This is an optimization exercise on Yosys and OpenROAD, whose aim is small area, not a production implementation. Only simulation tests tie the RTL to the original design; equivalence was not proved.

===== flow/design.v =====
`timescale 1 ns/1 ns
module bBMU_213 (hd, Rx, c);
   output [1:0] hd;
   input  [1:0] Rx;
   input  [1:0] c;
   wire [1:0] x = Rx ^ c;
   assign hd = {x[1] & x[0], x[1] ^ x[0]};
endmodule
`timescale 1 ns/1 ns
module bACS_213 (ppm_out, Bx_out, ppm_a, hd_a, ppm_b, hd_b);
   output [3:0] ppm_out;
   output       Bx_out;
   input  [3:0] ppm_a;
   input  [1:0] hd_a;
   input  [3:0] ppm_b;
   input  [1:0] hd_b;
   function [3:0] satadd;
      input [3:0] p;
      input [1:0] h;
      reg   [3:0] c;     
      reg   [3:0] s;
      begin
         s[0] = p[0] ^ h[0];
         c[0] = p[0] & h[0];
         s[1] = p[1] ^ h[1] ^ c[0];
         c[1] = (p[1] & h[1]) | (p[1] & c[0]) | (h[1] & c[0]);
         s[2] = p[2] ^ c[1];
         c[2] = p[2] & c[1];
         s[3] = p[3] ^ c[2];
         c[3] = p[3] & c[2];
         satadd = s | {4{c[3]}};
      end
   endfunction
   function gt4;
      input [3:0] a;
      input [3:0] b;
      begin
         gt4 = (a[3] & ~b[3]) |
               (~(a[3] ^ b[3]) & ((a[2] & ~b[2]) |
               (~(a[2] ^ b[2]) & ((a[1] & ~b[1]) |
               (~(a[1] ^ b[1]) & (a[0] & ~b[0]))))));
      end
   endfunction
   wire [3:0] sa = satadd(ppm_a, hd_a);
   wire [3:0] sb = satadd(ppm_b, hd_b);
   assign Bx_out  = gt4(sa, sb);
   assign ppm_out = Bx_out ? sb : sa;
endmodule
`timescale 1 ns/1 ns
module bACSU_213 (m_out, d_out, up, lo, Rx);
   output [15:0] m_out;    
   output [3:0]  d_out;    
   input  [7:0]  up;       
   input  [7:0]  lo;       
   input  [1:0]  Rx;
   localparam [7:0] CA = {2'b10,2'b01,2'b11,2'b00};
   localparam [7:0] CB = {2'b01,2'b10,2'b00,2'b11};
   genvar s;
   generate
      for (s = 0; s < 4; s = s + 1) begin : g
         wire [1:0] hda, hdb;
         bBMU_213 BA (.hd(hda), .Rx(Rx), .c(CA[2*s+1:2*s]));
         bBMU_213 BB (.hd(hdb), .Rx(Rx), .c(CB[2*s+1:2*s]));
         bACS_213 ACS (.ppm_out(m_out[4*s+3:4*s]), .Bx_out(d_out[s]),
                       .ppm_a(up[4*(s/2)+3:4*(s/2)]), .hd_a(hda),
                       .ppm_b(lo[4*(s/2)+3:4*(s/2)]), .hd_b(hdb));
      end
   endgenerate
endmodule
`timescale 1 ns/1 ns
module bTBDECISION_213 (best_state, m);
   output [2:0]  best_state;
   input  [31:0] m;       
   wire [7:0] m3, m2, m1, m0;
   genvar i;
   generate
      for (i = 0; i < 8; i = i + 1) begin : g
         assign m3[i] = m[4*i+3];
         assign m2[i] = m[4*i+2];
         assign m1[i] = m[4*i+1];
         assign m0[i] = m[4*i];
      end
   endgenerate
   wire       a3 = ~&m3;
   wire [7:0] c3 = ~(m3 & {8{a3}});
   wire       a2 = |(c3 & ~m2);
   wire [7:0] c2 = c3 & ~(m2 & {8{a2}});
   wire       a1 = |(c2 & ~m1);
   wire [7:0] c1 = c2 & ~(m1 & {8{a1}});
   wire       a0 = |(c1 & ~m0);
   wire [7:0] c  = c1 & ~(m0 & {8{a0}});
   assign best_state[2] = ~(c[0] | c[1] | c[2] | c[3]);
   assign best_state[1] = ~(c[0] | c[1]) & (c[2] | c[3] | ~(c[4] | c[5]));
   assign best_state[0] = ~c[0] & (c[1] | ~c[2] & (c[3] | ~c[4] & (c[5] | ~c[6])));
endmodule
`timescale 1 ns/1 ns
module bSYNCERR_213 (error);
   output error;
   assign error = 1'b0;
endmodule
`timescale 1 ns/1 ns
module bCONTROL_213 (Dx, oe, Rx, seq_ready, reset, clock);
   output Dx;
   output oe;
   input [1:0] Rx;
   input       seq_ready;
   input       reset;
   input       clock;
   localparam [2:0] IDLE = 3'd0, LOAD = 3'd1, ADD = 3'd2, WRITE = 3'd3,
                    TRACE = 3'd4;
   reg [2:0]  state;
   reg [3:0]  cnt;             
   reg [4:0]  symbol_count;
   reg        oe;
   reg [2:0]  tb_reg;
   reg [3:0]  XA, XB, YA, YB, O1, O2, O3, O4;    
   reg [15:0] P [0:7];         
   wire [15:0] m_new;
   wire [3:0]  dec;
   wire [2:0]  min_state;
   reg  [1:0]  Rx_q;           
   wire        stage = (state == ADD);      
   wire        half  = (state == WRITE);    
   bACSU_213 ACSU (.m_out(m_new), .d_out(dec), .up({XB, XA}), .lo({YB, YA}),
                   .Rx(half ? ~Rx_q : Rx));
   bTBDECISION_213 TB (.best_state(min_state),
                       .m({O4, O3, YB, YA, O2, O1, XB, XA}));
   assign Dx = oe & tb_reg[0];
   always @(posedge clock)
      Rx_q <= Rx;
   always @(posedge clock or posedge reset)
     if (reset) begin
        XA <= 4'd0;  XB <= 4'd15; O1 <= 4'd15; O2 <= 4'd15;
        YA <= 4'd15; YB <= 4'd15; O3 <= 4'd15; O4 <= 4'd15;
     end else if (stage || half) begin
        XA <= O1;
        XB <= O2;
        YA <= stage ? O3 : m_new[3:0];
        YB <= stage ? O4 : m_new[7:4];
        O1 <= stage ? m_new[3:0] : O3;
        O2 <= stage ? m_new[7:4] : O4;
        O3 <= m_new[11:8];
        O4 <= m_new[15:12];
     end
   integer i;
   always @(posedge clock) begin
      for (i = 0; i < 4; i = i + 1)
        P[i] <= {stage ? dec[i] : P[i][0], P[i][15:1]};
      for (i = 0; i < 4; i = i + 1)
        P[i+4] <= {P[i+4][0], half ? dec[i] : P[i+4][15], P[i+4][14:1]};
   end
   wire [15:0] row = P[tb_reg];
   reg         tbit;
   always @(*)
     case (cnt[1:0])
       2'd0: tbit = row[1];
       2'd1: tbit = row[13];
       2'd2: tbit = row[9];
       default: tbit = row[5];
     endcase
   always @(posedge clock)
     if (stage)
       tb_reg <= min_state;
     else if (state == TRACE && cnt >= 2 && cnt <= 14)
       tb_reg <= {tbit, tb_reg[2:1]};
   always @(posedge clock or posedge reset)
     if (reset) begin
        state        <= IDLE;
        cnt          <= 0;
        symbol_count <= 0;
        oe           <= 0;
     end else begin
        oe <= 0;
        case (state)
          IDLE:  if (seq_ready) state <= LOAD;
          LOAD:  state <= ADD;
          ADD:   state <= WRITE;
          WRITE: if (symbol_count != 0 || cnt == 15-1) begin
                    cnt   <= 0;
                    state <= TRACE;
                 end else begin
                    cnt   <= cnt + 1'b1;
                    state <= LOAD;
                 end
          TRACE: begin
                    cnt <= cnt + 1'b1;
                    if (cnt == 4'd15) begin
                       if (symbol_count <= 15 + 3) begin
                          oe <= 1;
                          symbol_count <= symbol_count + 1'b1;
                          state <= LOAD;
                       end else if (symbol_count < 20 + 3) begin
                          oe <= 1;
                          symbol_count <= symbol_count + 1'b1;
                       end else
                          state <= IDLE;
                    end
                 end
          default: state <= IDLE;
        endcase
     end
endmodule
`timescale 1 ns/1 ns
module bVITERBI_213 (Dx,            
                     oe,            
                     sync_error,    
                     Rx,            
                     seq_ready,     
                     clock,
                     reset);
   output [1-1:0] Dx;
   output          oe;
   output          sync_error;
   input [2-1:0]  Rx;
   input           seq_ready;
   input           reset;
   input           clock;
   bCONTROL_213 U3 (.Dx(Dx), .oe(oe), .Rx(Rx), .seq_ready(seq_ready),
                    .reset(reset), .clock(clock));
   bSYNCERR_213 SE (.error(sync_error));
endmodule

===== flow/config.mk =====
export PLATFORM = sky130hd
export DESIGN_NAME = bVITERBI_213
export DESIGN_NICKNAME = bVITERBI_213
export VERILOG_FILES = /design/flow/design.v
export SDC_FILE = /design/flow/constraint.sdc
export NUM_CORES = 4
export LEC_CHECK = 0
export ABC_AREA = 1
export CAP_MARGIN = 20
export CORE_MARGIN = 2
export CORE_UTILIZATION = 50
export CTS_BUF_LIST = sky130_fd_sc_hd__clkbuf_8
export CTS_CLUSTER_DIAMETER = 100
export CTS_CLUSTER_SIZE = 40
export SLEW_MARGIN = 20

===== flow/run.sh =====
#!/bin/bash
# synth_recipe.tcl (not shown) runs the flow's synth.tcl, then flattens the netlist and writes it again
# the make line also repeats each setting of config.mk as NAME=value (left out here)
make -C /OpenROAD-flow-scripts/flow DESIGN_CONFIG=/design/flow/config.mk WORK_HOME=/design/flow/orfs CLKGATE_MAP_FILE= SYNTH_SCRIPT=/design/flow/synth_recipe.tcl finish

===== flow/constraint.sdc =====
create_clock -name core_clock -period 12.0 [get_ports {clock}]
set_input_delay 2.4000 -clock core_clock [delete_from_list [all_inputs] [get_ports {clock}]]
set_output_delay 2.4000 -clock core_clock [all_outputs]
set_load 0.01 [all_outputs]

==> metrics.yaml, run 1 <==
outcome:
  status: "finished clean"
route:
  vias_per_cell: 5.13
  drtAntennaViolNets: 0
  firstDrtPassIters: 5
  drt-total-wl_microns: 13900
  avgRoutedWirePerCell_microns: 15.4
  vias: 4605
  drcViolationCount: 0
  drt-initial-drc-count: 367
synthesis:
  synth_cell_types: 42
  async_reset_ff_share_pct: 25.3
  synthCells: 695
  syn_avg_cell_area_sq_um: 9.65
  ys_warn_count: 3
  synth-seq-area-share_pct: 57.5
  synth.net_count: 747
  synth_seq_cells: 178
  synth_edf_count: 3
  netlist_area_sq_mm: 0.00671
  synth-main-ff-cell: "dfxtp_1"
critical_path:
  path_class: "reg -> reg"
  critical_path.max_stage_delay_ps: 980
  r2r_slack_ps: 6090
  cpLargestDelayFamily: "compound AO/OA/AOI/OAI gates"
  crit_fanout: 26
  cp.arrival_ps: 6300
  cp.required_ps: 12390
  start_kind: "register"
  path_buf_inv: 3
  slowest_stage: "clkinv_1"
  crit_top_cell: "ha_1"
  reg2regPathDepth: 20
  timing.rr.start: "U3.state[1]"
  rr_endpoint: "U3.O3[2]"
  crit_path_cell_trace: "nand2_1 > nor2_1 > clkinv_1 > o21ai_0 > ha_1 > inv_1 > ha_1 > fa_1 > ha_1 > nand2_1 > inv_1 > or2_2 > ha_1 > a31oi_1 > nor2_1 > nor2_1 > o21bai_1 > nand2_1 > o211ai_1 > o21ai_0"
  endpoint_kind: "register"
layout:
  diodes: 0
  drive_above_1_share_pct: 11.1
  largest_register_ffs: 128
  fin_area_sq_mm: 0.00736
  final_common_cell: "nand2_1"
  most-common-layout-cells: "176 x nand2_1, 130 x dfxtp_1, 83 x inv_1"
  largest-register: "U3.P"
  syn2layout_area_growth_pct: 9.66
  finish.net_count: 761
  reg_top3: "U3.P: 128 flops, U3.symbol_count: 5 flops"
  fillers: 1153
timing:
  rsz0062_at_grt: "false"
  finalSetupViolations: 0
  period_needed_ps: 5910
  hold_viol: 0
  drv_slew: 0
  clock.fmax_mhz: 169
  period_share_pct: 49.3
  fin_ws_ps: 6090
  finalClockSkew_ps: 9.66
  relSlewSlack_pct: 36.4
  setup_tns_ps: 0
  worst_slew_pin_slew_ps: 953
floorplan:
  die_x_microns: 120
  die_h_microns: 120
  rows: 42
  io_pins: 8
  core-area_sq_mm: 0.0132
  start_util_pct: 50.9
  die-area_sq_mm: 0.0144
global_routing:
  grt_pass1_wl_microns: 23000
  grt-ovfl-total: 0
  grt_use_total_pct: 21.3
  antenna_found_initial: 0
  first_global_vias: 4569
  grt_max_degree: 46
cts:
  htreeDepth: 4
  post_cts_buffers: 0
  clk_pin_slew_ps: 90
  cts.sinks: 178
  clk_path_buf_depth: 2
  cts_resized: 0
  cts_hold_buf: 0
  cts_tree: "done"
  cts_inserted_buffers: 17
  clockRootBuffer: "clkbuf_8"
  clkLatencyLatePin_ps: 460
placed_design:
  io_buffers: 6
  place_area_sq_mm: 0.00694
  place_ws_ps: 5740
  place_congestion: 0.896
  dp_hpwl_microns: 9790
min_path:
  worstHoldPathType: "reg -> reg"
  hold_path.startpoint: "U3.P[5][4]"
  hold_depth: 0
  worst_hold_path.endpoint: "U3.P[5][3]"
flow_run:
  drv_cap: 0
[worst max-delay path by stage]
| stage | end | slack [ps] | startpoint | cells past startpoint |
|---|---|---|---|---|
| CTS | U3.O4[0] | 6250 | Rx[0] | 19 |
| floorplan | U3.O3[0] | 6750 | Rx[1] | 18 |
| global route | U3.O3[2] | 5700 | U3.state[0] | 20 |
| global placement | U3.O3[2] | 5850 | Rx[1] | 19 |
| detailed placement | U3.O4[0] | 5740 | Rx[0] | 19 |
| finish | U3.O3[2] | 6090 | U3.state[1] | 20 |
[metal layers]
layer	global-route usage, %	vias up	part of all wire (%)
li1	-	2289	-
met1	28.5	2157	47
met2	33.1	127	46
met3	5.75	32	5.7
met4	8.09	0	2.2
met5	0	-	0
[stage by stage]
| step | hold slack, ps | instances | utilization [%] |
|---|---|---|---|
| after floorplan | 310 | 695 | - |
| after global placement | 310 | 866 | 52.6 |
| after detailed placement | 312 | 866 | 52.6 |
| after CTS | 330 | 898 | 55.8 |
| after global routing | 330 | 898 | 55.8 |
| final | 329 | 898 | 55.8 |
[Yosys cell counts (3+ instances only)]
cell / number / area (sq um)
a21oi_1: 18 / 90.1
a221oi_1: 4 / 35.0
a22o_1: 3 / 26.3
a22oi_1: 5 / 37.5
a31oi_1: 6 / 37.5
clkbuf_1: 8 / 30.0
dfrtp_1: 17 / 425
dfstp_2: 28 / 736
dfxtp_1: 130 / 2600
edfxtp_1: 3 / 90.1
fa_1: 8 / 160
ha_1: 39 / 488
inv_1: 81 / 304
nand2_1: 176 / 661
nand2_4: 4 / 45.0
nand3_1: 21 / 105
nand4_1: 3 / 18.8
nor2_1: 34 / 128
nor2_2: 6 / 37.5
nor3_1: 8 / 40.0
o2111ai_1: 3 / 26.3
o211ai_1: 7 / 52.6
o21ai_0: 32 / 160
o21ai_1: 3 / 15.0
o21bai_1: 4 / 30.0
o221ai_1: 13 / 114
or2_2: 9 / 56.3
xor2_1: 4 / 35.0
[logic make-up after synthesis]
kind of cell    Yosys count  share of synthesized area, %
simple gates            267                          16.9
flops                   178                          57.5
compound gates          104                          9.96
buf+inv                  94                          5.47
fa+ha+maj                47                          9.66
xor+xnor                  4                         0.522
other cells               1                        0.0559
[layout make-up]
| cell class | count | area (sq um) | share of cell area (%) |
|---|---|---|---|
| Tap cell | 176 | 220 | 2.99 |
| Clock buffer | 17 | 234 | 3.18 |
| Inverter | 82 | 308 | 4.18 |
| Timing Repair Buffer | 7 | 67.6 | 0.919 |
| Sequential cell | 178 | 3850 | 52.4 |
| Clock inverter | 15 | 185 | 2.52 |
| Multi-Input combinational cell | 423 | 2490 | 33.8 |
[worst reg2reg max path: cells and delay by family (launching register included)]
kind	cells	cell delay [ps]
fa+ha+maj	5	1380
simple gates	7	1410
compound gates	5	1520
buf+inv	3	1150
flops	1	390
==> run 2, diff against run 1 <==
--- a/flow/design.v
+++ b/flow/design.v
@@ -129,6 +129,6 @@
    always @(posedge clock)
       Rx_q <= Rx;
-   always @(posedge clock or posedge reset)
-     if (reset) begin
+   always @(posedge clock)
+     if (state == IDLE) begin
         XA <= 4'd0;  XB <= 4'd15; O1 <= 4'd15; O2 <= 4'd15;
         YA <= 4'd15; YB <= 4'd15; O3 <= 4'd15; O4 <= 4'd15;
--- a/flow/config.mk
+++ b/flow/config.mk
@@ -11,5 +11,3 @@
 export CORE_UTILIZATION = 50
 export CTS_BUF_LIST = sky130_fd_sc_hd__clkbuf_8
-export CTS_CLUSTER_DIAMETER = 100
-export CTS_CLUSTER_SIZE = 40
 export SLEW_MARGIN = 20
==> run 2 against run 1 <==
  * Setup slack improved by 290 ps
  * Routed wire length down 2.1%
  * Register-to-register slack better by 730 ps
  * Clock-buffer cell count is 1 higher
  * Synthesized cell count is 2.9% higher
  * Maximum frequency is 5.2% higher
  * Flip-flop and latch count stayed put
  * Non-clock buffer count up 1
  * Sequential share of layout area shrank 1.5 points
  * Synthesized area is 2.0% lower
  * Hold slack worse by 6.5 ps
  * Critical endpoint is now U3.YA[0]
==> metrics.yaml, run 2 <==
layout:
  finish.net_count: 783  # was 761
  drive_above_1_share_pct: 6.86  # was 11.1%
  largest_register_ffs: 128  # unchanged
  fin_area_sq_mm: 0.00719  # was 0.00736 sq mm
  syn2layout_area_growth_pct: 9.34  # was 9.66%
  final_common_cell: "dfxtp_1"  # was nand2_1
  reg_top3: "U3.P: 128 flops, U3.symbol_count: 5 flops"  # unchanged
  most-common-layout-cells: "162 x dfxtp_1, 153 x nand2_1, 102 x inv_1"  # was 176 x nand2_1, 130 x dfxtp_1, 83 x inv_1
  largest-register: "U3.P"  # unchanged
  diodes: 0  # unchanged
cts:
  cts_inserted_buffers: 17  # unchanged
  htreeDepth: 4  # unchanged
  clkLatencyLatePin_ps: 450  # was 460 ps
  cts.sinks: 178  # unchanged
  post_cts_buffers: 0  # unchanged
  cts_tree: "done"  # unchanged
  clk_path_buf_depth: 2  # unchanged
  clk_pin_slew_ps: 90  # about the same
  clockRootBuffer: "clkbuf_8"  # unchanged
  cts_hold_buf: 0  # unchanged
  cts_resized: 0  # unchanged
critical_path:
  r2r_slack_ps: 6820  # was 6090 ps
  startpoint: "Rx[0]"  # was U3.state[1]
  cp.required_ps: 12300  # was 12390 ps
  path_buf_inv: 5  # was 3
  slowest_stage: "o21bai_1"  # was clkinv_1
  timing.rr.start: "U3.state[0]"  # was U3.state[1]
  endpoint_kind: "register"  # unchanged
  crit_fanout: 8  # was 26
  crit_path_cell_trace: "clkdlybuf4s50_1 > nand2_1 > o21ai_0 > ha_1 > ha_1 > inv_1 > fa_1 > inv_1 > ha_1 > a21oi_1 > inv_1 > ha_1 > inv_1 > nor2_1 > nor2_1 > o21bai_1 > nand2_1 > o21ai_0 > o221ai_1"  # was nand2_1 > nor2_1 > clkinv_1 > o21ai_0 > ha_1 > inv_1 > ha_1 > fa_1 > ha_1 > nand2_1 > inv_1 > or2_2 > ha_1 > a31oi_1 > nor2_1 > nor2_1 > o21bai_1 > nand2_1 > o211ai_1 > o21ai_0
  critical_path.max_stage_delay_ps: 470  # was 980 ps
  cp.arrival_ps: 5920  # was 6300 ps
  start_kind: "input pin"  # was register
  path_class: "in -> reg"  # was reg -> reg
  cpLargestDelayFamily: "adder cells"  # was compound AO/OA/AOI/OAI gates
floorplan:
  die-area_sq_mm: 0.0141  # was 0.0144 sq mm
  core-area_sq_mm: 0.0127  # was 0.0132 sq mm
  die_x_microns: 119  # was 120 microns
  start_util_pct: 51.7  # was 50.9%
  rows: 41  # was 42
  io_pins: 8  # unchanged
  die_h_microns: 119  # was 120 microns
synthesis:
  synth_cell_types: 39  # was 42
  synthCells: 715  # was 695
  ys_top_cells_by_area: "dfxtp_1 49%, nand2_1 8.7%, ha_1 7.4%"  # was dfxtp_1 39%, dfstp_2 11%, nand2_1 9.8%
  synth-seq-area-share_pct: 55.6  # was 57.5%
  synth-main-ff-cell: "dfxtp_1"  # unchanged
  ys_warn_count: 3  # unchanged
  synth.net_count: 767  # was 747
  synth_edf_count: 3  # unchanged
  yosysMostFrequentCell: "dfxtp_1"  # was nand2_1
  yosysTopAreaCellShare_pct: 49.3  # was 38.8%
  syn_avg_cell_area_sq_um: 9.20  # was 9.65 sq um
  async_reset_ff_share_pct: 7.30  # was 25.3%
  netlist_area_sq_mm: 0.00658  # was 0.00671 sq mm
  synth_seq_cells: 178  # unchanged
  synthTopCellsByCount: "162 x dfxtp_1, 153 x nand2_1, 101 x inv_1, 48 x o21ai_0, 44 x nor2_1"  # was 176 x nand2_1, 130 x dfxtp_1, 81 x inv_1, 39 x ha_1, 34 x nor2_1
  yosysTopAreaCell: "dfxtp_1"  # unchanged
timing:
  finalClockSkew_ps: 10.3  # was 9.66 ps
  drv_slew: 0  # unchanged
  setup_tns_ps: 0  # unchanged
  finalSetupViolations: 0  # unchanged
  hold_viol: 0  # unchanged
  rsz0062_at_grt: "false"  # unchanged
  period_share_pct: 46.8  # was 49.3%
  holdWs_ps: 323  # was 329 ps
  worst_slew_pin_slew_ps: 871  # was 953 ps
  clock.fmax_mhz: 178  # was 169 MHz
  relSlewSlack_pct: 41.5  # was 36.4%
  fin_ws_ps: 6380  # was 6090 ps
  period_needed_ps: 5620  # was 5910 ps
route:
  vias_per_cell: 5.05  # was 5.13
  drt-initial-drc-count: 302  # was 367
  firstDrtPassIters: 5  # unchanged
  drt-total-wl_microns: 13600  # was 13900 microns
  drcViolationCount: 0  # unchanged
  avgRoutedWirePerCell_microns: 14.8  # was 15.4 microns
  drtAntennaViolNets: 0  # unchanged
  vias: 4625  # was 4605
placed_design:
  place_ws_ps: 5930  # was 5740 ps
  dp_hpwl_microns: 9900  # was 9790 microns
  place_area_sq_mm: 0.00681  # was 0.00694 sq mm
  place_congestion: 0.876  # was 0.896
  io_buffers: 6  # unchanged
global_routing:
  use_met1_pct: 27.9  # was 28.5%
  antenna_found_initial: 0  # unchanged
  grt_pass1_wl_microns: 22100  # was 23000 microns
  first_global_vias: 4336  # was 4569
  grt_max_degree: 31  # was 46
  use_met2_pct: 32.0  # was 33.1%
  grt-ovfl-total: 0  # unchanged
  grt.busiest_layer: "met2"  # unchanged
  use_met3_pct: 4.05  # was 5.75%
  grt_use_total_pct: 20.3  # was 21.3%
min_path:
  worstHoldPathType: "reg -> reg"  # unchanged
  hold_path.startpoint: "U3.P[0][14]"  # was U3.P[5][4]
flow_run:
  drv_cap: 0  # unchanged
outcome:
  status: "finished clean"  # unchanged
## run 2: cell count changes after synthesis, moves of 5 or more
cell | previous run | this run
dfstp_2 | 28 | 0
dfxtp_1 | 130 | 162
inv_1 | 81 | 101
nand2_1 | 176 | 153
nor2_1 | 34 | 44
o211ai_1 | 7 | 2
o21ai_0 | 32 | 48
o22ai_1 | 2 | 10
## run 2: metrics by stage
| step | std cells | util [%] |
|---|---|---|
| 2_1_floorplan | 715 | - |
| 3_3_place_gp | 884 | 53.6 |
| 3_5_place_dp | 884 | 53.6 |
| 4_1_cts | 915 | 56.5 |
| 5_1_grt | 915 | 56.5 |
| 6_report | 915 | 56.5 |
## run 2: final cells by class
cell class	count	area (sq um)
Inverter	104	390
Clock buffer	18	248
Multi-Input combinational cell	422	2470
Fill cell	1203	5530
Tap cell	172	215
Sequential cell	178	3660
Clock inverter	13	129
Timing Repair Buffer	8	75.1
## run 2: layer usage
layer	vias to the layer above	wire, microns	share of wire [%]
met4	0	119	0.88
li1	2343	-	-
met2	87	6290	46
met5	-	0	0
met3	10	532	3.9
met1	2185	6610	49
## run 2: logic make-up after synthesis
logic type	Yosys count	synth area share, %
and+or+nand+nor	250	16.1
DFF	178	55.6
AOI/OAI and AO/OA	120	11.1
buffers and inverters	115	6.74
adders and majority gates	47	9.86
xor gates and xnor gates	4	0.533
other	1	0.0570
## run 2: path summary, 6_finish.rpt
kind,to,depth (start not counted)
setup / recovery,U3.YA[0],19
hold / removal,U3.P[0][13],0
setup reg to reg,U3.YA[0],16
hold reg to reg,U3.P[0][13],0
max in group asynchronous,U3.symbol_count[3],2
min in group asynchronous,U3.state[1],2
==> run 3, diff against run 2 <==
--- a/flow/design.v
+++ b/flow/design.v
@@ -129,6 +129,6 @@
    always @(posedge clock)
       Rx_q <= Rx;
-   always @(posedge clock)
-     if (state == IDLE) begin
+   always @(posedge clock or posedge reset)
+     if (reset) begin
         XA <= 4'd0;  XB <= 4'd15; O1 <= 4'd15; O2 <= 4'd15;
         YA <= 4'd15; YB <= 4'd15; O3 <= 4'd15; O4 <= 4'd15;
==> flow/flow/run.sh (new file) <==
#!/bin/bash
# Layout flow: the standard flow (standard.sh), with a different ABC
# mapping script for the synthesis step and without Yosys's full/half-adder
# extraction, so that ABC maps the whole combinational logic itself.
# Registers, their names and cell types are those of the standard synthesis.
set -e
cd "$(dirname "$0")/.."
WORK=$PWD
cp standard.sh flow_standard.sh.txt
rm -rf myscripts
cp -r "$FLOW_HOME/scripts" myscripts
cp flow/abc_area.script myscripts/abc_area.script
export SCRIPTS_DIR=$WORK/myscripts
export ADDER_MAP_FILE=
bash standard.sh > standard.log 2>&1
==> flow/flow/abc_area.script (new file) <==
strash
dch -f
amap
topo
stime -c
buffer -c
upsize -c
dnsize -c
==> flow/standard.sh (new file) <==
#!/bin/bash
# synth_recipe.tcl (not shown) runs the flow's synth.tcl, then flattens the netlist and writes it again
# the make line also repeats each setting of config.mk as NAME=value (left out here)
make -C /OpenROAD-flow-scripts/flow DESIGN_CONFIG=/design/flow/config.mk WORK_HOME=/design/flow/orfs CLKGATE_MAP_FILE= SYNTH_SCRIPT=/design/flow/synth_recipe.tcl "${@:-finish}"
removed: flow/run.sh
==> run 3 against run 2 <==
  * Final cell count shrank 15%
  * Critical path type unchanged
  * Routed wire length shrank 1.9%
  * Register-to-register slack gained 800 ps
  * Setup slack gained 52 ps
  * Largest cell class unchanged
==> metrics.yaml, run 3 <==
outcome:
  status: "finished clean"  # unchanged
min_path:
  worstHoldPathType: "reg -> reg"  # unchanged
cts:
  clockRootBuffer: "clkbuf_8"  # unchanged
  clk_pin_slew_ps: 90  # about the same
  clkLatencyLatePin_ps: 450  # about the same
  clk_path_buf_depth: 2  # unchanged
  cts_resized: 0  # unchanged
  cts.sinks: 178  # unchanged
  htreeDepth: 4  # unchanged
  post_cts_buffers: 0  # unchanged
  cts_tree: "done"  # unchanged
  cts_inserted_buffers: 17  # unchanged
  cts_hold_buf: 0  # unchanged
synthesis:
  ys_top_cells_by_area: "dfxtp_1 43%, dfstp_2 12%, dfrtp_1 7.0%"  # was dfxtp_1 49%, nand2_1 8.7%, ha_1 7.4%
  netlist_area_sq_mm: 0.00609  # was 0.00658 sq mm
  synth-main-ff-cell: "dfxtp_1"  # unchanged
  synthTopCellsByCount: "130 x dfxtp_1, 83 x nor2_1, 67 x inv_1, 46 x nand2_1, 35 x a21oi_1"  # was 162 x dfxtp_1, 153 x nand2_1, 101 x inv_1, 48 x o21ai_0, 44 x nor2_1
  syn_avg_cell_area_sq_um: 10.1  # was 9.20 sq um
  async_reset_ff_share_pct: 25.3  # was 7.30%
  yosysMostFrequentCell: "dfxtp_1"  # unchanged
  ys_warn_count: 3  # unchanged
  synthCells: 603  # was 715
  synth_edf_count: 3  # unchanged
  yosysTopAreaCellShare_pct: 42.7  # was 49.3%
  synth.net_count: 608  # was 767
  synth-seq-area-share_pct: 63.3  # was 55.6%
  yosysTopAreaCell: "dfxtp_1"  # unchanged
  synth_seq_cells: 178  # unchanged
  synth_cell_types: 47  # was 39
critical_path:
  crit_fanout: 8  # unchanged
  start_kind: "input pin"  # unchanged
  crit_path_cell_trace: "clkdlybuf4s50_1 > nand2_1 > o21ai_0 > nor2_1 > nor2_2 > inv_1 > nor2_1 > o21ai_0 > nor2_1 > inv_1 > o22ai_1 > a211oi_1 > nor2_1 > a222oi_1 > nor2_1 > nor2_1 > a21oi_1 > a22oi_1 > o22ai_1"  # was clkdlybuf4s50_1 > nand2_1 > o21ai_0 > ha_1 > ha_1 > inv_1 > fa_1 > inv_1 > ha_1 > a21oi_1 > inv_1 > ha_1 > inv_1 > nor2_1 > nor2_1 > o21bai_1 > nand2_1 > o21ai_0 > o221ai_1
  cp.arrival_ps: 5940  # was 5920 ps
  cp.required_ps: 12370  # was 12300 ps
  critical_path.max_stage_delay_ps: 490  # was 470 ps
  slowest_stage: "nor2_1"  # was o21bai_1
  endpoint_kind: "register"  # unchanged
  crit_top_cell: "nor2_1"
  path_class: "in -> reg"  # unchanged
floorplan:
  die-area_sq_mm: 0.0131  # was 0.0141 sq mm
  die_x_microns: 114  # was 119 microns
  die_h_microns: 114  # was 119 microns
  start_util_pct: 50.9  # was 51.7%
  rows: 40  # was 41
  core-area_sq_mm: 0.0120  # was 0.0127 sq mm
  io_pins: 8  # unchanged
route:
  drcViolationCount: 0  # unchanged
  firstDrtPassIters: 5  # unchanged
  drt-total-wl_microns: 13300  # was 13600 microns
  drt-initial-drc-count: 365  # was 302
  avgRoutedWirePerCell_microns: 17.1  # was 14.8 microns
  vias_per_cell: 5.66  # was 5.05
  drtAntennaViolNets: 0  # unchanged
  vias: 4405  # was 4625
placed_design:
  place_inst: 747  # was 884
  io_buffers: 6  # unchanged
  place_congestion: 0.911  # was 0.876
  dp_hpwl_microns: 9410  # was 9900 microns
layout:
  finish.net_count: 624  # was 783
  reg_top3: "U3.P: 128 flops, U3.symbol_count: 5 flops"  # unchanged
  syn2layout_area_growth_pct: 9.94  # was 9.34%
  final_common_cell: "dfxtp_1"  # unchanged
  most-common-layout-cells: "130 x dfxtp_1, 83 x nor2_1, 66 x inv_1"  # was 162 x dfxtp_1, 153 x nand2_1, 102 x inv_1
  drive_above_1_share_pct: 12.7  # was 6.86%
  largest_register_ffs: 128  # unchanged
  largest-register: "U3.P"  # unchanged
  diodes: 0  # unchanged
  instances_no_fill: 778  # was 915
global_routing:
  grt_max_degree: 46  # was 31
  antenna_found_initial: 0  # unchanged
  grt-ovfl-total: 0  # unchanged
  grt_pass1_wl_microns: 22000  # was 22100 microns
  grt_use_total_pct: 22.4  # was 20.3%
  first_global_vias: 4264  # was 4336
timing:
  drv_slew: 0  # unchanged
  rsz0062_at_grt: "false"  # unchanged
  finalClockSkew_ps: 10.9  # was 10.3 ps
  finalSetupViolations: 0  # unchanged
  hold_viol: 0  # unchanged
  setup_tns_ps: 0  # unchanged
  period_share_pct: 46.4  # was 46.8%
  clock.fmax_mhz: 180  # was 178 MHz
  relSlewSlack_pct: 30.4  # was 41.5%
  worst_slew_pin_slew_ps: 1040  # was 871 ps
  period_needed_ps: 5560  # was 5620 ps
  holdWs_ps: 327  # was 323 ps
flow_run:
  drv_cap: 0  # unchanged
[run 3: cell types whose count changed in the layout (fill, tap and decap cells not counted), moves of 10 or more]
cell / delta
nand3_1: -18
ha_1: -39
dfstp_2: +28
inv_1: -36
nor2_1: +39
a21oi_1: +13
o21ai_0: -23
nand2_1: -107
o32ai_1: +11
o22ai_1: +21
nor3_1: +15
a22oi_1: +10
dfxtp_1: -32
[run 3: worst max-delay path: cells and delay by family]
| family | cells | cell delay [ps] |
|---|---|---|
| AO/OA/AOI/OAI | 8 | 1230 |
| buffers and inverters | 3 | 650 |
| AND/OR/NAND/NOR | 8 | 1650 |
[run 3: area by class of cell]
cell class / instances / area (sq um)
fillers: 1059 / 5260
flip-flops and latches: 178 / 3850
multi-input cells: 341 / 1910
inverters: 72 / 270
clock buffers: 17 / 234
well taps: 147 / 184
clock inverters: 14 / 165
repair buffers: 9 / 82.6
[run 3: cells by family after synthesis]
group,Yosys count,share of synthesized area (%)
DFF,178,63.3
and+or+nand+nor,174,12.6
AOI/OAI and AO/OA,166,18.6
buffers and inverters,84,5.42
other,1,0.0616
[run 3: final timing paths]
check	start	end	slack [ps]	cells past startpoint
min	U3.P[3][10]	U3.P[3][9]	330	0
min in group asynchronous	reset	U3.XA[2]	2370	3
max	Rx[0]	U3.O1[2]	6440	19
max reg2reg	U3.YA[3]	U3.tb_reg[0]	7620	18
max in group asynchronous	reset	U3.cnt[2]	9190	3
min reg2reg	U3.P[3][10]	U3.P[3][9]	330	0
[run 3: metrics by stage]
step | worst slack (ps) | instance area, sq um | util, %
global route | 6000 | 6700 | 56.0
detailed placement | 6030 | 6300 | 52.7
CTS | 6520 | 6700 | 56.0
floorplan | 7160 | 6090 | -
global placement | 6150 | 6300 | 52.7
finish | 6440 | 6700 | 56.0
[run 3: layer usage]
metal	global-route usage [%]	share of wire [%]
met1	30.5	47
met4	9.67	2.7
met2	33.2	45
met3	6.62	5.3
met5	0	0
==> run 4, diff against run 3 <==
--- a/flow/design.v
+++ b/flow/design.v
@@ -129,6 +129,6 @@
    always @(posedge clock)
       Rx_q <= Rx;
-   always @(posedge clock or posedge reset)
-     if (reset) begin
+   always @(posedge clock)
+     if (state == IDLE) begin
         XA <= 4'd0;  XB <= 4'd15; O1 <= 4'd15; O2 <= 4'd15;
         YA <= 4'd15; YB <= 4'd15; O3 <= 4'd15; O4 <= 4'd15;
==> flow/flow/abc_area.script (replaced) <==
strash
dch -f
amap
==> run 4 against run 3 <==
  * Setup slack worse by 180 ps
  * First-iteration DRC count down 8.8%
  * Final area down 3.8%
  * Synthesized area down 5.1%
  * Synthesized cell count down 1.5%
  * Register-to-register slack worse by 380 ps
  * Flip-flop and latch count unchanged
  * Global-route usage down 0.92 points
  * Critical path type unchanged
==> metrics.yaml, run 4 <==
outcome:
  status: "finished clean"  # unchanged
synthesis:
  synth_compound_area_share_pct: 20.3  # was 18.6%
  synth_edf_count: 3  # unchanged
  synthTopCellsByCount: "162 x dfxtp_1, 94 x nor2_1, 61 x clkinv_1, 50 x o21ai_0, 42 x nand2_1"  # was 130 x dfxtp_1, 83 x nor2_1, 67 x inv_1, 46 x nand2_1, 35 x a21oi_1
  async_reset_ff_share_pct: 7.30  # was 25.3%
  ys_warn_count: 3  # unchanged
  synth_cell_types: 36  # was 47
  synthCells: 594  # was 603
  syn_avg_cell_area_sq_um: 9.73  # was 10.1 sq um
  synthAdderAreaFrac_pct: 0  # unchanged
  synth_simple_gate_area_share_pct: 12.3  # was 12.6%
  synth-main-ff-cell: "dfxtp_1"  # unchanged
  synth_xor_area_share_pct: 0  # unchanged
  synth.net_count: 599  # was 608
  ys_top_cells_by_area: "dfxtp_1 56%, nor2_1 6.1%, dfrtp_1 5.6%"  # was dfxtp_1 43%, dfstp_2 12%, dfrtp_1 7.0%
  yosysMostFrequentCell: "dfxtp_1"  # unchanged
  synth_seq_cells: 178  # unchanged
  netlist_area_sq_mm: 0.00578  # was 0.00609 sq mm
  yosys-mux-area-fraction_pct: 0  # unchanged
  synth_top_family_by_area: "compound AO/OA/AOI/OAI gates"  # unchanged
  yosysTopAreaCell: "dfxtp_1"  # unchanged
  synth-seq-area-share_pct: 63.3  # about the same
  yosysTopAreaCellShare_pct: 56.1  # was 42.7%
critical_path:
  timing.rr.start: "U3.state[1]"  # was U3.YA[3]
  startpoint: "Rx[0]"  # unchanged
  cp.arrival_ps: 6150  # was 5940 ps
  r2r_slack_ps: 7240  # was 7620 ps
  crit_fanout: 6  # was 8
  endpoint_kind: "register"  # unchanged
  start_kind: "input pin"  # unchanged
  cp.required_ps: 12410  # was 12370 ps
  path_class: "in -> reg"  # unchanged
min_path:
  worstHoldPathType: "reg -> reg"  # unchanged
  hold_path.startpoint: "U3.P[4][3]"  # was U3.P[3][10]
timing:
  finalClockSkew_ps: 20.8  # was 10.9 ps
  hold_viol: 0  # unchanged
  setup_tns_ps: 0  # unchanged
  worst_slew_pin_slew_ps: 892  # was 1040 ps
  relSlewSlack_pct: 40.1  # was 30.4%
  finalSetupViolations: 0  # unchanged
  rsz0062_at_grt: "false"  # unchanged
  clock.fmax_mhz: 174  # was 180 MHz
  period_share_pct: 47.8  # was 46.4%
  period_needed_ps: 5740  # was 5560 ps
  drv_slew: 0  # unchanged
layout:
  drive_above_1_share_pct: 5.68  # was 12.7%
  syn2layout_area_growth_pct: 11.5  # was 9.94%
  finish.net_count: 626  # was 624
  final_common_cell: "dfxtp_1"  # unchanged
  largest_register_ffs: 128  # unchanged
  most-common-layout-cells: "162 x dfxtp_1, 94 x nor2_1, 61 x clkinv_1"  # was 130 x dfxtp_1, 83 x nor2_1, 66 x inv_1
  diodes: 0  # unchanged
  utilization_pct: 56.7  # was 56.0%
  largest-register: "U3.P"  # unchanged
  reg_top3: "U3.P: 128 flops, U3.symbol_count: 5 flops"  # unchanged
global_routing:
  grt_max_degree: 31  # was 46
  antenna_found_initial: 0  # unchanged
  first_global_vias: 4110  # was 4264
  grt-ovfl-total: 0  # unchanged
  grt_pass1_wl_microns: 20600  # was 22000 microns
  grt_use_total_pct: 21.5  # was 22.4%
cts:
  htreeDepth: 4  # unchanged
  clk_pin_slew_ps: 100  # was 90 ps
  clk_path_buf_depth: 2  # unchanged
  cts.sinks: 178  # unchanged
  cts_tree: "done"  # unchanged
  cts_resized: 0  # unchanged
  clockRootBuffer: "clkbuf_8"  # unchanged
  clkLatencyLatePin_ps: 470  # was 450 ps
  cts_hold_buf: 0  # unchanged
  post_cts_buffers: 0  # unchanged
  cts_inserted_buffers: 17  # unchanged
placed_design:
  io_buffers: 6  # unchanged
  dp_hpwl_microns: 8970  # was 9410 microns
  place_congestion: 0.961  # was 0.911
flow_run:
  drv_cap: 0  # unchanged
route:
  vias: 4436  # was 4405
  drt-total-wl_microns: 12800  # was 13300 microns
  avgRoutedWirePerCell_microns: 16.4  # was 17.1 microns
  drt-initial-drc-count: 333  # was 365
  drcViolationCount: 0  # unchanged
  vias_per_cell: 5.71  # was 5.66
  drtAntennaViolNets: 0  # unchanged
  firstDrtPassIters: 5  # unchanged
floorplan:
  start_util_pct: 50.9  # about the same
  core-area_sq_mm: 0.0114  # was 0.0120 sq mm
  die_x_microns: 112  # was 114 microns
  io_pins: 8  # unchanged
  rows: 39  # was 40
  die_h_microns: 112  # was 114 microns
  die-area_sq_mm: 0.0124  # was 0.0131 sq mm
[run 4: changes by cell type after synthesis, moves of 11 or more]
cell and delta:
o21ai_0 +25, clkinv_1 +60, dfstp_2 -28, nor2_1 +11
inv_1 -67, dfxtp_1 +32
[run 4: per-layer routing]
metal | track usage (%) | up-vias | part of all wire, %
li1 | - | 2172 | -
met4 | 9.55 | 0 | 2.0
met2 | 29.4 | 172 | 41
met3 | 5.44 | 23 | 7.1
met1 | 32.0 | 2069 | 50
met5 | 0 | - | 0
[run 4: critical path, cell delays in order]
cell             delay, ps
clkdlybuf4s50_1        470
nand2_1                 50
o21ai_0                140
clkinv_1               140
nor2_1                 270
nor2_1                 180
nor2b_1                230
nor2_1                  80
nor2_1                 190
nand2_1                130
nor2_1                 260
nor2_1                 110
o32a_1                 300
nor2_1                  90
a21oi_1                 50
o32ai_1                430
clkinv_1               290
o22ai_1                200
o22a_1                 140
[run 4: worst paths after layout]
check | to | depth (start not counted)
max reg2reg | U3.O3[0] | 20
min reg2reg | U3.P[4][2] | 0
min | U3.P[4][2] | 0
max in group asynchronous | U3.state[1] | 2
min in group asynchronous | U3.oe | 2
max | U3.O3[0] | 19
[run 4: cell families after synthesis]
| group | Yosys count |
|---|---|
| compound gates | 180 |
| simple gates | 173 |
| flops | 178 |
| buf+inv | 62 |
| other cells | 1 |
[run 4: cell type report]
cell class | count | area (sq um)
well taps | 143 | 179
multi-input cells | 354 | 1890
fillers | 988 | 4920
inverters | 61 | 229
flip-flops and latches | 178 | 3660
repair buffers | 9 | 82.6
clock buffers | 17 | 234
clock inverters | 15 | 169
[run 4: per-stage QoR]
stage | setup WS (ps) | hold slack, ps | cells | area, sq um
global placement | 5980 | 310 | 744 | 6030
finish | 6260 | 331 | 777 | 6440
detailed placement | 5860 | 312 | 744 | 6030
CTS | 6350 | 334 | 776 | 6430
floorplan | 7010 | 310 | 594 | 5780
global route | 5900 | 336 | 777 | 6440
==> run 5, diff against run 4 <==
--- a/flow/config.mk
+++ b/flow/config.mk
@@ -7,7 +7,7 @@
 export LEC_CHECK = 0
 export ABC_AREA = 1
-export CAP_MARGIN = 20
+export CAP_MARGIN = 0
 export CORE_MARGIN = 2
 export CORE_UTILIZATION = 50
 export CTS_BUF_LIST = sky130_fd_sc_hd__clkbuf_8
-export SLEW_MARGIN = 20
+export SLEW_MARGIN = 0
==> run 5 against run 4 <==
  * Clock-buffer cell count unchanged
  * Die area unchanged
  * Final cell count down 0.13%
  * Critical endpoint unchanged
  * Largest cell class unchanged
==> metrics.yaml, run 5 <==
critical_path:
  crit_cells: 19  # unchanged
  crit_path_cell_trace: "clkdlybuf4s50_1 > nand2_1 > o21ai_0 > clkinv_1 > nor2_1 > nor2_1 > nor2b_1 > nor2_1 > nor2_1 > nand2_1 > nor2_1 > nor2_1 > o32a_1 > nor2_1 > a21oi_1 > o32ai_1 > clkinv_1 > o22ai_1 > o22a_1"  # unchanged
  endpoint_kind: "register"  # unchanged
  cpLargestDelayFamily: "simple AND/OR/NAND/NOR gates"  # unchanged
  r2r_slack_ps: 7320  # was 7240 ps
  path_buf_inv: 3  # unchanged
  worstSetupEndpoint: "U3.O3[0]"  # unchanged
  crit_top_cell: "nor2_1"  # unchanged
  critical_path.max_stage_delay_ps: 470  # about the same
  reg2regPathDepth: 20  # unchanged
  path_class: "in -> reg"  # unchanged
  crit_fanout: 6  # unchanged
  cp.arrival_ps: 6090  # was 6150 ps
  slowest_stage: "clkdlybuf4s50_1"  # unchanged
  cp.required_ps: 12410  # about the same
  rr_endpoint: "U3.O3[0]"  # unchanged
  startpoint: "Rx[0]"  # unchanged
  timing.rr.start: "U3.state[1]"  # unchanged
  start_kind: "input pin"  # unchanged
cts:
  htreeDepth: 4  # unchanged
  cts_resized: 0  # unchanged
  cts_hold_buf: 0  # unchanged
  clkLatencyLatePin_ps: 460  # was 470 ps
  clk_path_buf_depth: 2  # unchanged
  post_cts_buffers: 0  # unchanged
  cts.sinks: 178  # unchanged
  clockRootBuffer: "clkbuf_8"  # unchanged
  clk_pin_slew_ps: 100  # about the same
  cts_tree: "done"  # unchanged
  cts_inserted_buffers: 17  # unchanged
layout:
  finish.net_count: 625  # was 626
  reg_top3: "U3.P: 128 flops, U3.symbol_count: 5 flops"  # unchanged
  largest-register: "U3.P"  # unchanged
  most-common-layout-cells: "162 x dfxtp_1, 94 x nor2_1, 61 x clkinv_1"  # unchanged
  syn2layout_area_growth_pct: 11.2  # was 11.5%
  final_common_cell: "dfxtp_1"  # unchanged
  largest_register_ffs: 128  # unchanged
  drive_above_1_share_pct: 5.37  # was 5.68%
  diodes: 0  # unchanged
synthesis:
  netlist_area_sq_mm: 0.00578  # unchanged
  synth-main-ff-cell: "dfxtp_1"  # unchanged
  synth_cell_types: 36  # unchanged
  syn_avg_cell_area_sq_um: 9.73  # unchanged
  async_reset_ff_share_pct: 7.30  # unchanged
  yosysTopAreaCellShare_pct: 56.1  # unchanged
  yosysTopAreaCell: "dfxtp_1"  # unchanged
  synthCells: 594  # unchanged
  yosysMostFrequentCell: "dfxtp_1"  # unchanged
  synth_seq_cells: 178  # unchanged
  synth.net_count: 599  # unchanged
  synth_edf_count: 3  # unchanged
  synthTopCellsByCount: "162 x dfxtp_1, 94 x nor2_1, 61 x clkinv_1, 50 x o21ai_0, 42 x nand2_1"  # unchanged
  ys_warn_count: 3  # unchanged
  synth-seq-area-share_pct: 63.3  # unchanged
  ys_top_cells_by_area: "dfxtp_1 56%, nor2_1 6.1%, dfrtp_1 5.6%"  # unchanged
floorplan:
  start_util_pct: 50.9  # unchanged
  die_x_microns: 112  # unchanged
  die-area_sq_mm: 0.0124  # unchanged
  rows: 39  # unchanged
  io_pins: 8  # unchanged
  core-area_sq_mm: 0.0114  # unchanged
  die_h_microns: 112  # unchanged
placed_design:
  place_congestion: 0.961  # unchanged
  io_buffers: 6  # unchanged
  dp_hpwl_microns: 8970  # unchanged
  place_ws_ps: 5860  # unchanged
global_routing:
  first_global_vias: 4110  # unchanged
  grt_use_total_pct: 21.5  # unchanged
  grt_max_degree: 31  # unchanged
  grt-ovfl-total: 0  # unchanged
  antenna_found_initial: 0  # unchanged
  grt_pass1_wl_microns: 20600  # unchanged
route:
  vias: 4391  # was 4436
  vias_per_cell: 5.66  # was 5.71
  drtAntennaViolNets: 0  # unchanged
  drt-initial-drc-count: 336  # was 333
  drcViolationCount: 0  # unchanged
  firstDrtPassIters: 6  # was 5
  drt-total-wl_microns: 12700  # was 12800 microns
  avgRoutedWirePerCell_microns: 16.4  # about the same
flow_run:
  drv_cap: 0  # unchanged
timing:
  period_needed_ps: 5680  # was 5740 ps
  finalSetupViolations: 0  # unchanged
  hold_viol: 0  # unchanged
  period_share_pct: 47.3  # was 47.8%
  clock.fmax_mhz: 176  # was 174 MHz
  relSlewSlack_pct: 18.5  # was 40.1%
  setup_tns_ps: 0  # unchanged
  finalClockSkew_ps: 21.4  # was 20.8 ps
  worst_slew_pin_slew_ps: 1210  # was 892 ps
  rsz0062_at_grt: "false"  # unchanged
  fin_ws_ps: 6320  # was 6260 ps
  drv_slew: 0  # unchanged
min_path:
  worstHoldPathType: "reg -> reg"  # unchanged
  hold_path.startpoint: "U3.P[4][3]"  # unchanged
outcome:
  status: "finished clean"  # unchanged
## run 5: worst min-delay path by stage
stage | endpoint | slack (ps) | depth (start not counted)
after floorplan | U3.P[0][10] | 310 | 0
after global placement | U3.P[4][6] | 310 | 0
after detailed placement | U3.P[1][7] | 310 | 0
after CTS | U3.P[3][10] | 330 | 0
after global routing | U3.P[3][6] | 340 | 0
final | U3.P[4][2] | 330 | 0
## run 5: routing by layer
metal	GRT usage, %	vias to the layer above	part of all wire (%)
li1	-	2170	-
met2	29.4	139	41
met3	5.44	27	6.4
met1	32.0	2055	50
met5	0	-	0
met4	9.55	0	2.1
## run 5: cell type report
type | count | area, sq um
Tap cell | 143 | 179
Clock inverter | 15 | 169
Inverter | 61 | 229
Timing Repair Buffer | 8 | 75.1
Clock buffer | 17 | 234
Sequential cell | 178 | 3660
Fill cell | 987 | 4940
Multi-Input combinational cell | 354 | 1890
## run 5: logic make-up after synthesis
family / Yosys count / share of synthesized area, %
buffers and inverters: 62 / 4.09
AOI/OAI and AO/OA: 180 / 20.3
other: 1 / 0.0649
and+or+nand+nor: 173 / 12.3
DFF: 178 / 63.3
## run 5: worst reg2reg max path, stage by stage, from the launching register on
cell,delay [ps]
dfrtp_1,380
clkinv_1,110
nor2_1,480
nand2_1,290
o21ai_0,370
clkinv_1,140
nor2_1,250
nor2_1,170
nor2b_1,230
nor2_1,80
nor2_1,190
nand2_1,130
nor2_1,250
nor2_1,110
o32a_1,300
nor2_1,90
a21oi_1,50
o32ai_1,420
clkinv_1,270
o22ai_1,200
o22a_1,140
## run 5: per-stage QoR
step | std cells | util [%] | hold slack, ps | area, sq um
5_1_grt | 776 | 56.6 | 336 | 6430
3_3_place_gp | 744 | 53.0 | 310 | 6030
6_report | 776 | 56.6 | 331 | 6430
4_1_cts | 776 | 56.6 | 334 | 6430
2_1_floorplan | 594 | - | 310 | 5780
3_5_place_dp | 744 | 53.0 | 312 | 6030
==> run 6, diff against run 5 <==
--- a/flow/config.mk
+++ b/flow/config.mk
@@ -10,4 +10,4 @@
 export CORE_MARGIN = 2
 export CORE_UTILIZATION = 50
-export CTS_BUF_LIST = sky130_fd_sc_hd__clkbuf_8
+export CTS_BUF_LIST = sky130_fd_sc_hd__clkbuf_4 sky130_fd_sc_hd__clkbuf_8
 export SLEW_MARGIN = 0
==> run 6 against run 5 <==
  * Core utilization unchanged
  * Routed wire length unchanged
  * Final cell count unchanged
  * Register-to-register slack about the same
  * Still clean on timing, DRC and antenna
  * Global-route usage unchanged
  * Hold slack unchanged
==> metrics.yaml, run 6 <==
synthesis:
  async_reset_ff_share_pct: 7.30  # unchanged
  ys_warn_count: 3  # unchanged
  synthCells: 594  # unchanged
  synthTopCellsByCount: "162 x dfxtp_1, 94 x nor2_1, 61 x clkinv_1, 50 x o21ai_0, 42 x nand2_1"  # unchanged
  ys_top_cells_by_area: "dfxtp_1 56%, nor2_1 6.1%, dfrtp_1 5.6%"  # unchanged
  synth-main-ff-cell: "dfxtp_1"  # unchanged
  synth_seq_cells: 178  # unchanged
  synth_cell_types: 36  # unchanged
  yosysTopAreaCellShare_pct: 56.1  # unchanged
  netlist_area_sq_mm: 0.00578  # unchanged
  syn_avg_cell_area_sq_um: 9.73  # unchanged
  yosysTopAreaCell: "dfxtp_1"  # unchanged
  yosysMostFrequentCell: "dfxtp_1"  # unchanged
  synth_edf_count: 3  # unchanged
  synth.net_count: 599  # unchanged
  synth-seq-area-share_pct: 63.3  # unchanged
cts:
  cts_inserted_buffers: 17  # unchanged
  htreeDepth: 4  # unchanged
  clockRootBuffer: "clkbuf_8"  # unchanged
  clk_path_buf_depth: 2  # unchanged
  post_cts_buffers: 0  # unchanged
  cts_resized: 0  # unchanged
  clk_pin_slew_ps: 100  # about the same
  cts_hold_buf: 0  # unchanged
  clkLatencyLatePin_ps: 460  # about the same
  cts.sinks: 178  # unchanged
  cts_tree: "done"  # unchanged
floorplan:
  io_pins: 8  # unchanged
  rows: 39  # unchanged
  die_h_microns: 112  # unchanged
  start_util_pct: 50.9  # unchanged
  core-area_sq_mm: 0.0114  # unchanged
  die_x_microns: 112  # unchanged
  die-area_sq_mm: 0.0124  # unchanged
route:
  drtAntennaViolNets: 0  # unchanged
  drt-initial-drc-count: 336  # unchanged
  drcViolationCount: 0  # unchanged
  avgRoutedWirePerCell_microns: 16.4  # unchanged
  firstDrtPassIters: 6  # unchanged
  vias: 4391  # unchanged
  drt-total-wl_microns: 12700  # unchanged
  vias_per_cell: 5.66  # unchanged
timing:
  period_needed_ps: 5680  # unchanged
  hold_viol: 0  # unchanged
  rsz0062_at_grt: "false"  # unchanged
  drv_slew: 0  # unchanged
  fin_ws_ps: 6320  # unchanged
  period_share_pct: 47.3  # unchanged
  finalSetupViolations: 0  # unchanged
  setup_tns_ps: 0  # unchanged
  relSlewSlack_pct: 18.5  # unchanged
  clock.fmax_mhz: 176  # unchanged
  finalClockSkew_ps: 21.4  # unchanged
  worst_slew_pin_slew_ps: 1210  # unchanged
layout:
  most-common-layout-cells: "162 x dfxtp_1, 94 x nor2_1, 61 x clkinv_1"  # unchanged
  fillers: 987  # unchanged
  largest-register: "U3.P"  # unchanged
  final_common_cell: "dfxtp_1"  # unchanged
  drive_above_1_share_pct: 5.37  # unchanged
  diodes: 0  # unchanged
  reg_top3: "U3.P: 128 flops, U3.symbol_count: 5 flops"  # unchanged
  syn2layout_area_growth_pct: 11.2  # unchanged
  largest_register_ffs: 128  # unchanged
  finish.net_count: 625  # unchanged
placed_design:
  io_buffers: 6  # unchanged
  place_ws_ps: 5860  # unchanged
  place_congestion: 0.961  # unchanged
  dp_hpwl_microns: 8970  # unchanged
critical_path:
  endpoint_kind: "register"  # unchanged
  startpoint: "Rx[0]"  # unchanged
  reg2regPathDepth: 20  # unchanged
  path_class: "in -> reg"  # unchanged
  timing.rr.start: "U3.state[1]"  # unchanged
  cp.required_ps: 12410  # about the same
  cp.arrival_ps: 6090  # about the same
  crit_fanout: 6  # unchanged
  start_kind: "input pin"  # unchanged
global_routing:
  grt_pass1_wl_microns: 20600  # unchanged
  first_global_vias: 4110  # unchanged
  antenna_found_initial: 0  # unchanged
  grt_max_degree: 31  # unchanged
  grt_use_total_pct: 21.5  # unchanged
  grt-ovfl-total: 0  # unchanged
min_path:
  hold_depth: 0  # unchanged
  hold_path.startpoint: "U3.P[4][3]"  # unchanged
  worstHoldPathType: "reg -> reg"  # unchanged
outcome:
  status: "finished clean"  # unchanged
flow_run:
  drv_cap: 0  # unchanged
==> run 6: cell type report <==
| cell class | instances | area [sq um] | share of cell area [%] |
|---|---|---|---|
| clock inverters | 15 | 169 | 2.63 |
| well taps | 143 | 179 | 2.78 |
| multi-input cells | 354 | 1890 | 29.3 |
| clock buffers | 17 | 234 | 3.64 |
| flip-flops and latches | 178 | 3660 | 56.9 |
| repair buffers | 8 | 75.1 | 1.17 |
| inverters | 61 | 229 | 3.56 |
==> run 6: routing by layer <==
metal	GRT usage [%]	share of wire [%]
met1	32.0	50
met2	29.4	41
met3	5.44	6.4
met4	9.55	2.1
met5	0	0
==> run 6: path summary, 6_finish.rpt <==
| check | endpoint | slack, ps |
|---|---|---|
| worst max-delay path | U3.O3[0] | 6320 |
| worst min-delay path | U3.P[4][2] | 330 |
| worst max register to register | U3.O3[0] | 7320 |
| worst min register to register | U3.P[4][2] | 330 |
| max in group asynchronous | U3.state[1] | 9530 |
| min in group asynchronous | U3.oe | 2210 |
==> run 6: kinds of logic after synthesis <==
| kind of cell | Yosys count | synth area share, % |
|---|---|---|
| flops | 178 | 63.3 |
| simple gates | 173 | 12.3 |
| buf+inv | 62 | 4.09 |
| other cells | 1 | 0.0649 |
| compound gates | 180 | 20.3 |
==> run 6: critical path: stages <==
cell	delay, ps
clkdlybuf4s50_1	470
nand2_1	50
o21ai_0	140
clkinv_1	140
nor2_1	260
nor2_1	170
nor2b_1	230
nor2_1	80
nor2_1	190
nand2_1	130
nor2_1	250
nor2_1	110
o32a_1	300
nor2_1	90
a21oi_1	50
o32ai_1	420
clkinv_1	270
o22ai_1	200
o22a_1	140
==> run 6: per-stage QoR <==
step / area (sq um) / hold WS, ps / std cells / util [%]
CTS: 6430 / 334 / 776 / 56.6
detailed placement: 6030 / 312 / 744 / 53.0
global placement: 6030 / 310 / 744 / 53.0
global route: 6430 / 336 / 776 / 56.6
floorplan: 5780 / 310 / 594 / -
finish: 6430 / 331 / 776 / 56.6
==> run 7, diff against run 6 <==
--- a/flow/flow/run.sh
+++ b/flow/flow/run.sh
@@ -3,4 +3,5 @@
 # mapping script for the synthesis step and without Yosys's full/half-adder
 # extraction, so that ABC maps the whole combinational logic itself.
+# The clock tree is built without dummy loads.
 # Registers, their names and cell types are those of the standard synthesis.
 set -e
@@ -13,3 +14,5 @@
 export SCRIPTS_DIR=$WORK/myscripts
 export ADDER_MAP_FILE=
+# clock tree: the standard arguments, without dummy loads on the clock nets
+export CTS_ARGS="-sink_clustering_enable -repair_clock_nets -buf_list sky130_fd_sc_hd__clkbuf_8 -dont_use_dummy_load"
 bash standard.sh > standard.log 2>&1
--- a/flow/config.mk
+++ b/flow/config.mk
@@ -10,4 +10,4 @@
 export CORE_MARGIN = 2
 export CORE_UTILIZATION = 50
-export CTS_BUF_LIST = sky130_fd_sc_hd__clkbuf_4 sky130_fd_sc_hd__clkbuf_8
+export CTS_BUF_LIST = sky130_fd_sc_hd__clkbuf_8
 export SLEW_MARGIN = 0
==> run 7 against run 6 <==
  * Largest cell class unchanged
  * Sequential share of layout area rose by 1.5 points
  * Via count decreased by 0.36%
  * Maximum frequency fell by 1.6%
  * Final area down 2.6%
  * Still clean on timing, DRC and antenna
  * Critical path type unchanged
  * Synthesized cell count did not move
==> metrics.yaml, run 7 <==
outcome:
  status: "finished clean"  # unchanged
floorplan:
  rows: 39  # unchanged
  die-area_sq_mm: 0.0124  # unchanged
  die_h_microns: 112  # unchanged
  start_util_pct: 50.9  # unchanged
layout:
  utilization_pct: 55.1  # was 56.6%
  fillers: 993  # was 987
  largest-register: "U3.P"  # unchanged
  syn2layout_area_growth_pct: 8.31  # was 11.2%
  diodes: 0  # unchanged
  fin_area_sq_mm: 0.00626  # was 0.00643 sq mm
  reg_top3: "U3.P: 128 flops, U3.symbol_count: 5 flops"  # unchanged
  drive_above_1_share_pct: 3.07  # was 5.37%
  largest_register_ffs: 128  # unchanged
  most-common-layout-cells: "162 x dfxtp_1, 94 x nor2_1, 61 x clkinv_1"  # unchanged
critical_path:
  r2r_slack_ps: 7290  # was 7320 ps
  endpoint_kind: "register"  # unchanged
  rr_endpoint: "U3.O3[0]"  # unchanged
  start_kind: "input pin"  # unchanged
  cp.arrival_ps: 6150  # was 6090 ps
  path_class: "in -> reg"  # unchanged
  reg2regPathDepth: 20  # unchanged
synthesis:
  netlist_area_sq_mm: 0.00578  # unchanged
  synth-main-ff-cell: "dfxtp_1"  # unchanged
  ys_top_cells_by_area: "dfxtp_1 56%, nor2_1 6.1%, dfrtp_1 5.6%"  # unchanged
  synth_seq_cells: 178  # unchanged
  async_reset_ff_share_pct: 7.30  # unchanged
  yosysTopAreaCellShare_pct: 56.1  # unchanged
  syn_avg_cell_area_sq_um: 9.73  # unchanged
  synthTopCellsByCount: "162 x dfxtp_1, 94 x nor2_1, 61 x clkinv_1, 50 x o21ai_0, 42 x nand2_1"  # unchanged
  yosysMostFrequentCell: "dfxtp_1"  # unchanged
  synth-seq-area-share_pct: 63.3  # unchanged
  synthCells: 594  # unchanged
  yosysTopAreaCell: "dfxtp_1"  # unchanged
global_routing:
  grt_max_degree: 31  # unchanged
  first_global_vias: 4094  # was 4110
  grt-ovfl-total: 0  # unchanged
timing:
  hold_viol: 0  # unchanged
  worst_slew_pin_slew_ps: 1210  # about the same
  finalSetupViolations: 0  # unchanged
  clock.fmax_mhz: 173  # was 176 MHz
  period_needed_ps: 5770  # was 5680 ps
  setup_tns_ps: 0  # unchanged
  holdWs_ps: 316  # was 331 ps
  rsz0062_at_grt: "false"  # unchanged
  relSlewSlack_pct: 18.7  # was 18.5%
  finalClockSkew_ps: 25.9  # was 21.4 ps
route:
  avgRoutedWirePerCell_microns: 16.6  # was 16.4 microns
  drcViolationCount: 0  # unchanged
  drtAntennaViolNets: 0  # unchanged
  top_layer_used: "met4"  # unchanged
  drt-initial-drc-count: 319  # was 336
  wl_met3_microns: 887  # was 809 microns
  vias: 4375  # was 4391
  route.met2.wl_microns: 5190  # was 5270 microns
  firstDrtPassIters: 5  # was 6
cts:
  cts_resized: 0  # unchanged
  cts_tree: "done"  # unchanged
  clk_pin_slew_ps: 90  # was 100 ps
  post_cts_buffers: 0  # unchanged
  cts.sinks: 178  # unchanged
  cts_inserted_buffers: 17  # unchanged
placed_design:
  place_congestion: 0.961  # unchanged
  dp_hpwl_microns: 8970  # unchanged
  place_area_sq_mm: 0.00603  # unchanged
flow_run:
  drv_cap: 0  # unchanged
min_path:
  hold_depth: 0  # unchanged
  worst_hold_path.endpoint: "U3.P[3][6]"  # was U3.P[4][2]
-- run 7: layout make-up --
class,instances,area (sq um),share of cell area [%]
well taps,143,179,2.86
multi-input cells,354,1890,30.1
clock buffers,17,234,3.74
inverters,61,229,3.66
repair buffers,8,75.1,1.20
flip-flops and latches,178,3660,58.4
-- run 7: cells by family (layout without fill, tap and decap cells) --
kind of cell	count (synthesis)	after routing	synth area share, %
DFF	178	178	63.3
buffers and inverters	62	86	4.09
and+or+nand+nor	173	173	12.3
other	1	1	0.0649
AOI/OAI and AO/OA	180	180	20.3
-- run 7: metal layers --
layer  up-vias  track usage [%]
li1       2152                -
met1      2049             31.7
met2       155             28.8
met3        19             5.61
met4         0             9.05
met5         -                0
-- run 7: worst max-delay path, stage by stage --
cell	delay (ps)
clkdlybuf4s50_1	470
nand2_1	50
o21ai_0	140
clkinv_1	140
nor2_1	260
nor2_1	170
nor2b_1	230
nor2_1	80
nor2_1	190
nand2_1	130
nor2_1	260
nor2_1	110
o32a_1	310
nor2_1	90
a21oi_1	50
o32ai_1	430
clkinv_1	290
o22ai_1	210
o22a_1	140
-- run 7: how the worst max path moves through the flow --
stage,cells past startpoint,end,startpoint,slack [ps]
floorplan,19,U3.O4[2],Rx[0],7010
global placement,19,U3.O3[0],Rx[0],5980
detailed placement,19,U3.O3[0],Rx[0],5860
CTS,19,U3.O3[0],Rx[0],6330
global route,19,U3.O3[0],Rx[0],5870
finish,19,U3.O3[0],Rx[0],6230
-- run 7: stage by stage --
step,instances,setup slack (ps)
final,761,6230
after CTS,761,6330
after detailed placement,744,5860
after global placement,744,5980
after floorplan,594,7010
after global routing,761,5870

==> static timing again, ports no longer ideal <==
How much do the figures lean on ideal ports? The routed layouts below were timed once more, with nothing changed but the port constraints. Step 1: set_driving_cell puts a clkbuf_16 on clock and a buf_2 on each other input, an assumption about the parent block. Step 2 also shifts input and output timing later by t, the mid clock arrival at the registers, as if the neighbouring blocks saw the same clock. a / b / c = ideal ports / drivers / drivers and shift; a / b = the first two.
run	shift t [ns]	slack for setup (ns)	worst setup path after step 2	worst data-port slew with drivers (ns)
run 1	0.497	6.089 / 6.089 / 5.632	input to register	0.03
run 2	0.484	6.384 / 6.402 / 5.917	input to register	0.03
run 3	0.483	6.436 / 6.448 / 5.965	input to register	0.04
run 4	0.489	6.259 / 6.266 / 5.776	input to register	0.03
run 5	0.488	6.322 / 6.329 / 5.841	input to register	0.03
run 6	0.488	6.322 / 6.329 / 5.841	input to register	0.03
run 7	0.467	6.230 / 6.237 / 5.771	input to register	0.03
After both steps setup and hold are still met in every run listed. For run 4, which loses most, drivers alone change the setup slack by +0.007 ns; drivers and shift together by -0.483 ns.
